What follows belongs to an exercise in optimizing a design on an open flow for small area; a production flow would make more cautious choices.
Function was checked by simulation only, so behaviour that the tests miss may differ from the original.

==> flow/design.v (outline; a module is shown in full before it is edited, if it fits) <==
// module xor_module: 11 lines
// module reg_module: 12 lines
// module reg_26bits: 11 lines
// module hpc3_and_module: 25 lines
// module aes_bp_graph_coloring: 1716 lines
// module gxor2: 1 lines
// module gxnor2: 1 lines
// module gand2: 1 lines
// module gnand2: 1 lines
// module ginv: 1 lines
module aes_bp_graph_coloring (
  input           clk,
  input  [7:0] share0_in,
  input  [7:0] share1_in,
  input  [51:0] rand_bit_share0,
  input  [51:0] rand_bit_share1,
  output [7:0] o_share0,
  output [7:0] o_share1
);
  // ...
==> flow/flow/run.sh <==
#!/bin/bash
set -euo pipefail
bash standard.sh "BUFFER_PORTS_ARGS=-buffer_cell sky130_fd_sc_hd__buf_1" "CTS_ARGS=-sink_clustering_enable -repair_clock_nets -dont_use_dummy_load -buf_list sky130_fd_sc_hd__clkbuf_4 -sink_clustering_size 11 -sink_clustering_max_diameter 50" finish > standard_flow.log 2>&1
==> flow/standard.sh <==
#!/bin/bash
# synth_recipe.tcl (not shown) runs the flow's synth.tcl, then flattens the netlist and writes it again
# the make line also repeats each setting of config.mk as NAME=value (left out here)
make -C /OpenROAD-flow-scripts/flow DESIGN_CONFIG=/design/flow/config.mk WORK_HOME=/design/flow/orfs CLKGATE_MAP_FILE= SYNTH_SCRIPT=/design/flow/synth_recipe.tcl "${@:-finish}"
==> flow/config.mk <==
export PLATFORM = sky130hd
export DESIGN_NAME = aes_bp_graph_coloring
export DESIGN_NICKNAME = aes_bp_graph_coloring
export VERILOG_FILES = /design/flow/design.v
export SDC_FILE = /design/flow/constraint.sdc
export NUM_CORES = 4
export LEC_CHECK = 0
export CAP_MARGIN = 20
export CORE_MARGIN = 2
export CORE_UTILIZATION = 40
export GPL_TIMING_DRIVEN = 0
export SLEW_MARGIN = 20
export SYNTH_HIERARCHICAL = 1
==> flow/constraint.sdc <==
create_clock -name core_clock -period 5.0 [get_ports {clk}]
set_input_delay 1.0000 -clock core_clock [delete_from_list [all_inputs] [get_ports {clk}]]
set_output_delay 1.0000 -clock core_clock [all_outputs]
set_load 0.01 [all_outputs]
==> flow_summary.json, run 1 <==
{
  "outcome": "no timing/DRC/antenna violations",
  "fin_setup_tns_ns": 0,
  "tapcell.inserted": 319,
  "multi_input_area_share_pct": 43.9,
  "finClkSkew_ns": 0.0314,
  "regArea_sq_um": 5020,
  "drv_cap": 0,
  "fin_cells": 1291,
  "hold_start": "ra22_d2",
  "postRouteAntennaNets": 0,
  "cts_max_level": 1,
  "critPathCaptureType": "primary output",
  "crit_arrival_ns": 3.62,
  "grtUsageMet1_pct": 17.7,
  "setup_viol": 0,
  "cts-resized-gates": 0,
  "post-place-cells": 1263,
  "postCtsSetupRepairBufs": 0,
  "grt_pass1_vias": 5384,
  "nonClockBufferCount": 84,
  "grt-ovfl-total": 0,
  "start_util_pct": 41.0,
  "cp.depth": 11,
  "sh_seq_area_pct": 47.4,
  "wl_per_cell_um": 13.8,
  "cts_buffers": 27,
  "ctsHoldBuffers": 0,
  "synth_top_family_by_area": "XOR/XNOR gates",
  "final_cell_mix": "xor2_1 (443), dfxtp_1 (251), nand2_1 (136), buf_1 (84), xnor2_1 (30)",
  "cts_tree": "yes",
  "post-synth-top-area-cell": "dfxtp_1",
  "cts_buffer_depth": 3,
  "yosysWarnings": 7,
  "place_area_sq_um": 10400,
  "clk_latency_ns": 0.65,
  "grt_usage_pct": 14.1,
  "min_period_over_period_pct": 92.3,
  "synth_enable_flop_cells": 0
}
==> inputs of run 2 (changes only) <==
==> flow/flow/run.sh (replaced) <==
#!/bin/bash
set -euo pipefail
bash standard.sh "BUFFER_PORTS_ARGS=-buffer_cell sky130_fd_sc_hd__buf_1" "CTS_ARGS=-sink_clustering_enable -repair_clock_nets -dont_use_dummy_load -buf_list sky130_fd_sc_hd__clkbuf_4 -sink_clustering_size 10 -sink_clustering_max_diameter 50" finish > standard_flow.log 2>&1
==> flow_summary.json, run 2 <==
{
  "syn_inst": 860,
  "fin_cells": 1293,
  "hold_start": "b1_d2_t17",
  "postRouteAntennaNets": 0,
  "cts-resized-gates": 0,
  "cts_max_level": 1,
  "r2r-start": "m30_t3_0",
  "tightest_slew_ns": 0.750,
  "outcome": "no timing/DRC/antenna violations",
  "fmax_ghz": 0.218,
  "io_pins": 137,
  "setup_viol": 0,
  "rows": 56,
  "drv_cap": 0,
  "min_period_ns": 4.59,
  "hp-class": "reg2reg",
  "grtUsageMet1_pct": 17.7,
  "yosys.cell_count.top_type": "xor2_1",
  "drc": 0,
  "r2r_end": "T3_0",
  "cp_data_required_time_ns": 4.00,
  "synth_enable_flop_cells": 0,
  "syn_nets": 981,
  "cp_common_cell": "xor2_1",
  "hpwlAfterDp_um": 14600,
  "vias_per_cell": 4.12,
  "final_cell_mix": "xor2_1 (443), dfxtp_1 (251), nand2_1 (136), buf_1 (84), xnor2_1 (30)",
  "synth_top_area_share_pct": 51.9,
  "min_period_over_period_pct": 91.8,
  "grt_pass1_vias": 5391,
  "finClkSkew_ns": 0.0344,
  "coreArea_sq_um": 23600,
  "r2r_setup_slack_ns": 0.91,
  "hold-path-endpoint": "b1_d3_t17",
  "netlist_area_sq_um": 9680,
  "use_met2_pct": 24.6,
  "rsz0062_at_grt": "no",
  "crit_arrival_ns": 3.59,
  "fin_setup_tns_ns": 0,
  "cts.clk_slew.worst_paths_ns": 0.09,
  "fp.dieH_um": 160,
  "synth_flop_cell": "dfxtp_1",
  "grt-busiest-layer": "met2",
  "drt_iter0_drc": 195,
  "cpPeakStageDelay_ns": 0.44,
  "synth.area.top_cells": "dfxtp_1 (52%), xor2_1 (40%), nand2_1 (5.3%)",
  "cts-root-buf": "clkbuf_4",
  "postCtsSetupRepairBufs": 0,
  "fin_nets": 1096,
  "dp_worst_setup_slack_ns": 0.480,
  "cts_buffers": 29,
  "maxSlewHeadroom_pct": 49.6,
  "critPathLaunch": "m37_r4_1",
  "netlist-cell-type-count": 4,
  "synth_seq_cells": 251,
  "critPathCaptureType": "primary output",
  "post-synth-top-area-cell": "dfxtp_1",
  "mostFrequentLayoutCell": "xor2_1",
  "yosys-top-cells-count": "xor2_1 (443), dfxtp_1 (251), nand2_1 (136)",
  "antenna_found_initial": 1,
  "portBuffers": 84,
  "seq_area_frac_synth_pct": 51.9,
  "vias": 5323,
  "grt_util_met3_pct": 2.60,
  "timing_hold_violations_final": 0,
  "final_layout_size_suffix_gt1_share_pct": 2.98,
  "drv_slew": 0,
  "wl_per_cell_um": 13.8,
  "cts_tree": "yes",
  "area_growth_pct": 9.66,
  "grt_pass1_wl_um": 28300,
  "cts_buffer_depth": 3,
  "crit_path_cell_trace": "xor2_1 -> xor2_1 -> nand2_1 -> xor2_1 -> xor2_1 -> xor2_1 -> xor2_1 -> xor2_1 -> xor2_1 -> xor2_1 -> buf_1",
  "ctsHoldBuffers": 0,
  "first_pass_iters": 4,
  "dieArea_sq_um": 25500,
  "fin_ws_ns": 0.412,
  "startpoint_type": "flop",
  "routed_wl_um": 17800,
  "grt-ovfl-total": 0,
  "place_area_sq_um": 10400,
  "async_reset_ff_share_pct": 0,
  "design_area_sq_um": 10600,
  "die_w_um": 160,
  "crit_fanout": 4,
  "slowest_stage": "dfxtp_1",
  "post-place-cells": 1263,
  "r2r_cells": 14,
  "cts_sinks": 251,
  "crit_type": "reg2out",
  "hold_depth": 0,
  "start_util_pct": 41.0,
  "place.gp.congestion": 0.831,
  "syn_area_per_cell_sq_um": 11.3,
  "yosysWarnings": 7,
  "grt_usage_pct": 14.1,
  "clk_latency_ns": 0.65,
  "grt_start_max_net_pins": 15
}
==> run 2: cell count changes in the layout (fill, tap and decap cells not counted), sizes merged <==
cell and delta:
clkbuf +2
==> run 2: area by class of cell <==
type | instances | area (sq um)
antenna | 1 | 2.50
clock buffer | 29 | 218
fill | 2297 | 13000
multi-input combinational | 609 | 4650
sequential | 251 | 5020
tap | 319 | 399
timing repair buffer | 84 | 315
==> run 2: cell families (layout without fill, tap and decap cells) <==
group	count (synthesis)	count (layout)	synth area share, %
buf+inv	0	113	0
flops	251	251	51.9
simple gates	136	136	5.27
other cells	0	1	0
xor+xnor	473	473	42.8
==> run 2: Yosys stat by module (local to each module, per instance) <==
module	cell area, sq um	copies in the design
gxnor2	8.76	30
gnand2	3.75	136
gxor2	8.76	443
aes_bp_graph_coloring	5020	1
==> run 2: metrics by stage <==
step	utilization, %	hold WS (ns)
after detailed placement	44.0	0.312
after global routing	44.9	0.312
after floorplan	-	0.310
after global placement	44.0	0.311
final	44.9	0.300
after CTS	44.9	0.307
==> run 2: critical path, delay by kind of cell, from the launching register on <==
| family | cells | cell delay [ns] |
|---|---|---|
| xor gates and xnor gates | 9 | 2.23 |
| DFF | 1 | 0.44 |
| buffers and inverters | 1 | 0.17 |
| and+or+nand+nor | 1 | 0.09 |
==> run 2: worst max path at each step <==
| stage | endpoint | slack (ns) | depth (start not counted) |
|---|---|---|---|
| final | o_share1[3] | 0.41 | 11 |
| after global routing | o_share1[3] | 0.008 | 11 |
| after CTS | o_share1[3] | 0.34 | 11 |
| after detailed placement | Tm20_0 | 0.48 | 13 |
| after global placement | Tm20_0 | 0.51 | 13 |
| after floorplan | Tm23_0 | 1.38 | 12 |
==> run 2: metal layers <==
| metal | routed length (um) | share of wire [%] |
|---|---|---|
| met1 | 8000 | 45 |
| met2 | 8660 | 49 |
| met3 | 756 | 4.2 |
| met4 | 414 | 2.3 |
| met5 | 0 | 0 |

-- what the ideal ports hide --
The results above use ideal ports. As a check the final layouts listed here were re-extracted and re-timed, cells and wires unchanged.
Step 1 (the two cells are an assumption about what drives the block):
set clk [get_ports {clk}]
set_driving_cell -lib_cell sky130_fd_sc_hd__clkbuf_16 $clk
set_driving_cell -lib_cell sky130_fd_sc_hd__buf_2 [delete_from_list [all_inputs] $clk]
Step 2 also shifts input and output timing later by t, the mid clock arrival at the registers, as if the neighbouring blocks saw the same clock.
Three values: ideal ports, drivers, drivers and shift; two values: the first two.
run | shift t [ns] | slack for setup (ns) | worst register clock-pin slew, ns | pins driven straight from the clock port
run 1 | 0.671 | 0.384 / 0.344 / 0.593 | 0.12 / 0.12 | 1
run 2 | 0.673 | 0.412 / 0.373 / 0.590 | 0.11 / 0.11 | 1
After both steps setup and hold are still met in every run listed.
